Source: an optimization exercise on an open RTL-to-GDS flow (aim: small area, a short achievable clock period and few clock cycles per item). Production flows keep margins and buffers that such runs may drop.
The RTL was checked by simulation tests, not by an equivalence proof against the original design.

### flow/run.sh
#!/bin/bash
# synth_recipe.tcl (not shown) runs the flow's synth.tcl, then flattens the netlist and writes it again
# the make line also repeats each setting of config.mk as NAME=value (left out here)
make -C /OpenROAD-flow-scripts/flow DESIGN_CONFIG=/design/flow/config.mk WORK_HOME=/design/flow/orfs CLKGATE_MAP_FILE= SYNTH_SCRIPT=/design/flow/synth_recipe.tcl finish
### flow/config.mk
export PLATFORM = sky130hd
export DESIGN_NAME = LCD_CTRL
export DESIGN_NICKNAME = LCD_CTRL
export VERILOG_FILES = /design/flow/design.v
export SDC_FILE = /design/flow/constraint.sdc
export NUM_CORES = 4
export LEC_CHECK = 0
export CAP_MARGIN = 20
export CORE_MARGIN = 2
export CORE_UTILIZATION = 25
export PLACE_DENSITY = 0.45
export SLEW_MARGIN = 20
### flow/constraint.sdc
create_clock -name core_clock -period 12.0 [get_ports {clk}]
set_input_delay 2.4000 -clock core_clock [delete_from_list [all_inputs] [get_ports {clk}]]
set_output_delay 2.4000 -clock core_clock [all_outputs]
set_load 0.01 [all_outputs]
### flow/design.v
module LCD_CTRL(clk, reset, IROM_Q, cmd, cmd_valid, IROM_EN, IROM_A, IRB_RW, IRB_D, IRB_A, busy, done);
input clk;
input reset;
input [7:0] IROM_Q;
input [2:0] cmd;
input cmd_valid;
output reg IROM_EN;
output reg [5:0] IROM_A;
output reg IRB_RW;
output [7:0] IRB_D;
output reg[5:0] IRB_A;
output reg busy;
output reg done;
parameter finish=2'b00,
          load=2'b01,
          work=2'b10,
          write=2'b11;
reg [1:0] cur_st,nxt_st;
reg [7:0] buffer [63:0];
reg [2:0] x,xreg;
reg [2:0] y,yreg;
reg [5:0] temp_a ;
wire [5:0] addr1,addr2,addr3,addr4;
wire [9:0] ave;
reg [7:0] data1,data2,data3,data4;
always@(posedge clk or posedge reset)
  if(reset)
    cur_st<=load;
  else 
    cur_st<=nxt_st;
always@(*)
  case(cur_st)
    finish:nxt_st=load;
    load:begin
            if((cmd_valid==1))
              nxt_st=work;
            else 
              nxt_st=load;
         end
    work: nxt_st=(cmd==0)?write:work;
    write:nxt_st=(IRB_A==63)?finish:write;
  endcase
always@(posedge clk)
   case(nxt_st)
    finish:busy<=0;
    load:if(temp_a==63)
			busy<=0;
		 else busy<=1;
    work:busy<=0;
    write:busy<=1;
   endcase  
always@(posedge clk or posedge reset)
  if(reset)
    IROM_EN<=0;
  else if(nxt_st==work)
	IROM_EN <= 1'd1;
always@(posedge clk or posedge reset)
  if(reset)
      temp_a <=0;
  else
      temp_a <= IROM_A ;
always@(posedge clk or posedge reset)
  if(reset)
	IROM_A<=0;
  else if(cur_st==load )
    IROM_A <= IROM_A + 1'd1;
always@(posedge clk)
  if(nxt_st==write)
    IRB_RW<=0;
  else
    IRB_RW<=1;
assign IRB_D=buffer[IRB_A] ;
always@(posedge clk)
  if(nxt_st==finish)
    done<=1;
  else 
    done<=0;  
always@(posedge clk)
  if(reset)
    IRB_A<=0;
  else if(cur_st==write)
    IRB_A<=IRB_A+1'd1;  
  else if(IRB_A==6'd63)
    IRB_A<=0;
always@(posedge clk or posedge reset)
  begin
    if(reset)
     y<=3'd4;
    else if(nxt_st==work)
     y<=yreg;
  end
 always@(posedge clk or posedge reset)
  begin
    if(reset)
     x<=3'd4;
    else if(nxt_st==work)
     x<=xreg;
  end 
always@(*)
	case(cmd)
	3'd1:yreg=(y==1)?3'd1:y-1; 
	3'd2:yreg=(y==7)?3'd7:y+1; 
	default:yreg=y;
	endcase
always@(*)
	case(cmd)
	3'd3:xreg=(x==1)?3'd1:x-1; 
	3'd4:xreg=(x==7)?3'd7:x+1; 
	default:xreg=x;
	endcase	
assign addr1=(y<<3)+x-6'd9;
assign addr2=(y<<3)+x-6'd8;
assign addr3=(y<<3)+x;
assign addr4=(y<<3)+x-1'd1;
assign ave=((buffer[addr1]+buffer[addr2])+(buffer[addr3]+buffer[addr4]))>>2 ;
always@(*)
  case(cmd)
    3'd5:
	    begin
            data1=(ave[7:0]); 
            data2=(ave[7:0]);
            data3=(ave[7:0]);
            data4=(ave[7:0]);
        end
    3'd6:
		begin
            data1=buffer[addr4]; 
            data4=buffer[addr1];
            data3=buffer[addr2];
            data2=buffer[addr3];
        end
    3'd7:
		begin
            data1=buffer[addr2]; 
            data2=buffer[addr1];
            data3=buffer[addr4];
            data4=buffer[addr3]; 
         end
	default:
		begin
            data1=buffer[addr1];
            data2=buffer[addr2];
            data3=buffer[addr3];
            data4=buffer[addr4]; 
         end
    endcase
always@(posedge clk)
  if(nxt_st==load)
      buffer[temp_a]<=IROM_Q; 
  else if(nxt_st==work)
	begin
        buffer[addr1]<=data1;
        buffer[addr2]<=data2;
        buffer[addr3]<=data3;
        buffer[addr4]<=data4; 
      end
endmodule
==> run_results.csv <==
group,metric,value,unit
clocking,clkSlewWorstSetupHoldPaths,70,ps
logic_synthesis,ys_types,119,
worst_setup_path,r2r_slack,1480,ps
worst_setup_path,critPathKind,"reg2reg",
worst_setup_path,rr_worst_depth,24,
grt,gr-usage-met3,14.8,%
cells_and_area,fillers,20300,
floorplanning,initial_core_util,25.1,%
cells_and_area,design_area,55000,µm²
worst_setup_path,crit_path_end_kind,"flip-flop",
timing,layout_worst_path_cycle_share,87.7,%
worst_setup_path,cp.required,12540,ps
floorplanning,rows,162,
grt,grt.met1_usage,44.9,%
clocking,ctsLongestPathBuffers,3,
clocking,ctsHoldBuffers,0,
detailed_routing,antenna_left,0,
timing,drv_slew,0,
detailed_routing,viasPerCell,7.42,
clocking,htreeDepth,3,
logic_synthesis,async_reset_ff_share,3.83,%
run_status,status,"finished clean",
detailed_routing,num_vias,55900,
worst_hold_path,hold_path.class,"reg2reg",
worst_setup_path,critPathMaxFanout,72,
detailed_routing,drt_iter0_markers,11200,
logic_synthesis,yosysSeqAreaShare,33.2,%
cells_and_area,ff_latch_area,16200,µm²
cells_and_area,area.growth.synth_to_final,12.7,%
worst_hold_path,hp-start,"IROM_A[5]",
grt,grt_overflow,0,
placement,post-place-ws,2130,ps
cells_and_area,final_nets,4933,
timing,skew,60.9,ps
grt,grt_max_degree,110,
cells_and_area,final_cells,7531,
worst_setup_path,reg2reg_from,"x[0]",
worst_setup_path,worst_r2r_endpoint,"buffer[46][4]",
timing,timing.setup.tns,0,ps
logic_synthesis,synthFlopType,"edfxtp_1",
grt,top_usage_layer,"met2",
placement,place_hpwl,256000,µm
clocking,cts_buffers,72,
logic_synthesis,synthesis.nets,5074,
timing,tightestPinTransition,1330,ps
floorplanning,core-area,194000,µm²
detailed_routing,routedWlPerCell,49.5,µm
cells_and_area,most-common-layout-cells,"531 x nand2_1, 512 x edfxtp_1, 435 x a22oi_1, 390 x nor2_1, 242 x mux2i_1",
floorplanning,dieArea,199000,µm²
clocking,cts_resized,0,
logic_synthesis,yosysWarnings,1,
clocking,cts_tree,"yes",
worst_hold_path,whs_endpoint,"temp_a[5]",
cells_and_area,multi_input_area,30500,µm²
placement,placed_area,52600,µm²
floorplanning,ios,38,
grt,grt_pass1_vias,49100,
timing,fin_hold_ws,430,ps
timing,slew_headroom,11.6,%
placement,portBuffers,37,
logic_synthesis,synth_cells,5023,
timing,min_period,10520,ps
clocking,post_cts_buffers,0,
worst_hold_path,hold_depth,0,
timing,max_freq,95.0,MHz
grt,grt_pass1_wl,485000,µm
worst_setup_path,crit_slowest_cell,"dfrtp_4",
worst_setup_path,crit_chain,"clkinv_2 -> ha_1 -> xnor2_4 -> buf_12 -> mux2_2 -> or4_1 -> nand2b_1 -> a311oi_1 -> nor2_1 -> fa_1 -> inv_1 -> fa_1 -> inv_1 -> ha_1 -> a21oi_1 -> nand2_1 -> a31oi_1 -> xnor2_1 -> a21oi_1 -> mux2i_1 -> o32a_1 -> clkinv_2 -> buf_12 -> a22oi_1",
timing,hold_viol,0,
logic_synthesis,synth_edf_count,512,
detailed_routing,firstDrtPassIters,9,
logic_synthesis,syn_area_per_cell,9.71,µm²
worst_setup_path,startpoint_type,"flip-flop",
logic_synthesis,ys_ff_latch,548,
grt,use_met2,50.4,%
floorplanning,die_x,446,µm
floorplanning,die_height,446,µm
clocking,cts_sinks,548,
cells_and_area,final_common_cell,"nand2_1",
worst_setup_path,slowest_delay,680,ps
timing,rsz0062_at_grt,"false",
timing,setup_viol,0,
grt,grtUsageTotal,36.2,%
placement,gp_congestion,1.13,
clocking,cts-root-buf,"clkbuf_16",
timing,setup_ws,1480,ps
placement,placedCellCount,7349,
worst_setup_path,arrival,11070,ps
grt,antenna_found_initial,51,
detailed_routing,wl,373000,µm
cells_and_area,drive_gt1_share,16.8,%
logic_synthesis,netlist_area,48800,µm²
clocking,clk_latency,740,ps
job,maxCapViolCount,0,
detailed_routing,drc,0,
[cells in the mapped netlist (77+ instances only)]
| master | instances | area [µm²] |
|---|---|---|
| edfxtp_1 | 512 | 15400 |
| o211ai_1 | 118 | 886 |
| o221ai_1 | 134 | 1170 |
| buf_2 | 189 | 946 |
| nor3_1 | 129 | 646 |
| mux2_2 | 77 | 867 |
| nand2_1 | 549 | 2060 |
| nand3_1 | 121 | 606 |
| mux2i_1 | 243 | 2430 |
| mux4_2 | 239 | 5380 |
| o21ai_0 | 150 | 751 |
| o22ai_1 | 188 | 1180 |
| a21oi_1 | 225 | 1130 |
| a22oi_1 | 436 | 3270 |
| nor2_1 | 403 | 1510 |
| clkbuf_1 | 191 | 717 |
[cell type report]
cell class / instances / share of cell area (%)
well taps: 2542 / 5.79
repair buffers: 279 / 4.55
multi-input cells: 3927 / 55.5
inverters: 54 / 0.373
clock inverters: 36 / 0.549
flip-flops and latches: 548 / 29.5
clock buffers: 91 / 3.50
diodes: 54 / 0.246
[flip-flops by register name, indices dropped and copies added (netlist names), named ones only]
name,flops
y,3
IROM_EN,1
IRB_A,6
done,1
cur_st,2
x,3
buffer,512
busy,1
IRB_RW,1
IROM_A,6
temp_a,6
[per-stage QoR]
step,utilization [%]
CTS,28.2
floorplan,-
detailed placement,27.0
global placement,27.0
global route,28.2
finish,28.3
[worst max-delay path by stage]
stage | startpoint | endpoint | slack (ps) | cells past startpoint
floorplan | x[0] | buffer[34][6] | 4560 | 34
global placement | x[0] | buffer[60][5] | 2150 | 23
detailed placement | x[0] | buffer[4][6] | 2130 | 23
CTS | x[0] | buffer[31][6] | 2050 | 23
global route | x[0] | buffer[10][5] | 1510 | 23
finish | x[0] | buffer[46][4] | 1480 | 24
[logic make-up (layout without fill, tap and decap cells)]
kind of cell             Yosys count  count (layout)  synth area share (%)
AO/OA/AOI/OAI                   1782            1782                  27.1
AND/OR/NAND/NOR                 1516            1516                  14.4
multiplexers                     565             565                  18.1
flip-flops                       548             548                  33.2
buffers and inverters            548             460                  5.52
adder cells (fa/ha/maj)           37              37                  1.18
XOR/XNOR                          27              27                 0.554
other                              0              54                     0
[worst max-delay path, delay by kind of cell, from the launching register on]
kind	cells	cell delay (ps)
fa+ha+maj	4	1850
xor+xnor	2	810
compound gates	6	2220
mux	2	960
flops	1	680
simple gates	4	1200
buf+inv	6	2210
[routing by layer]
layer  share of wire [%]  up-vias
met4                 8.6       32
met2                  40     6150
met5               0.064        -
li1                    -    20300
met3                  15     1547
met1                  36    27900
Testbench counts, summed over its fixed seeds: cycles 15,344, sessions 96.

## re-timing with driven ports
How much do the figures lean on ideal ports? The routed layout below was timed once more, with nothing changed but the port constraints.
Step 1: set_driving_cell puts a clkbuf_16 on clk and a buf_2 on each other input, an assumption about the parent block.
Step 2, shift: input delay + t, output delay - t, t = (earliest + latest rising clock arrival at the registers) / 2. This alone moves slack from input paths to output paths.
a / b / c = no drivers / after step 1 / after step 2; a / b = the first two.
t, ns: 0.794
slack for setup (ns): 1.478 / 1.478 / 1.478
slew at the worst register clock pin (ns): 0.08 / 0.08
cell pins on the clock port's net: 1
After both steps setup and hold are still met in this run. For this run, drivers alone change the setup slack by 0.000 ns; drivers and shift together by 0.000 ns.
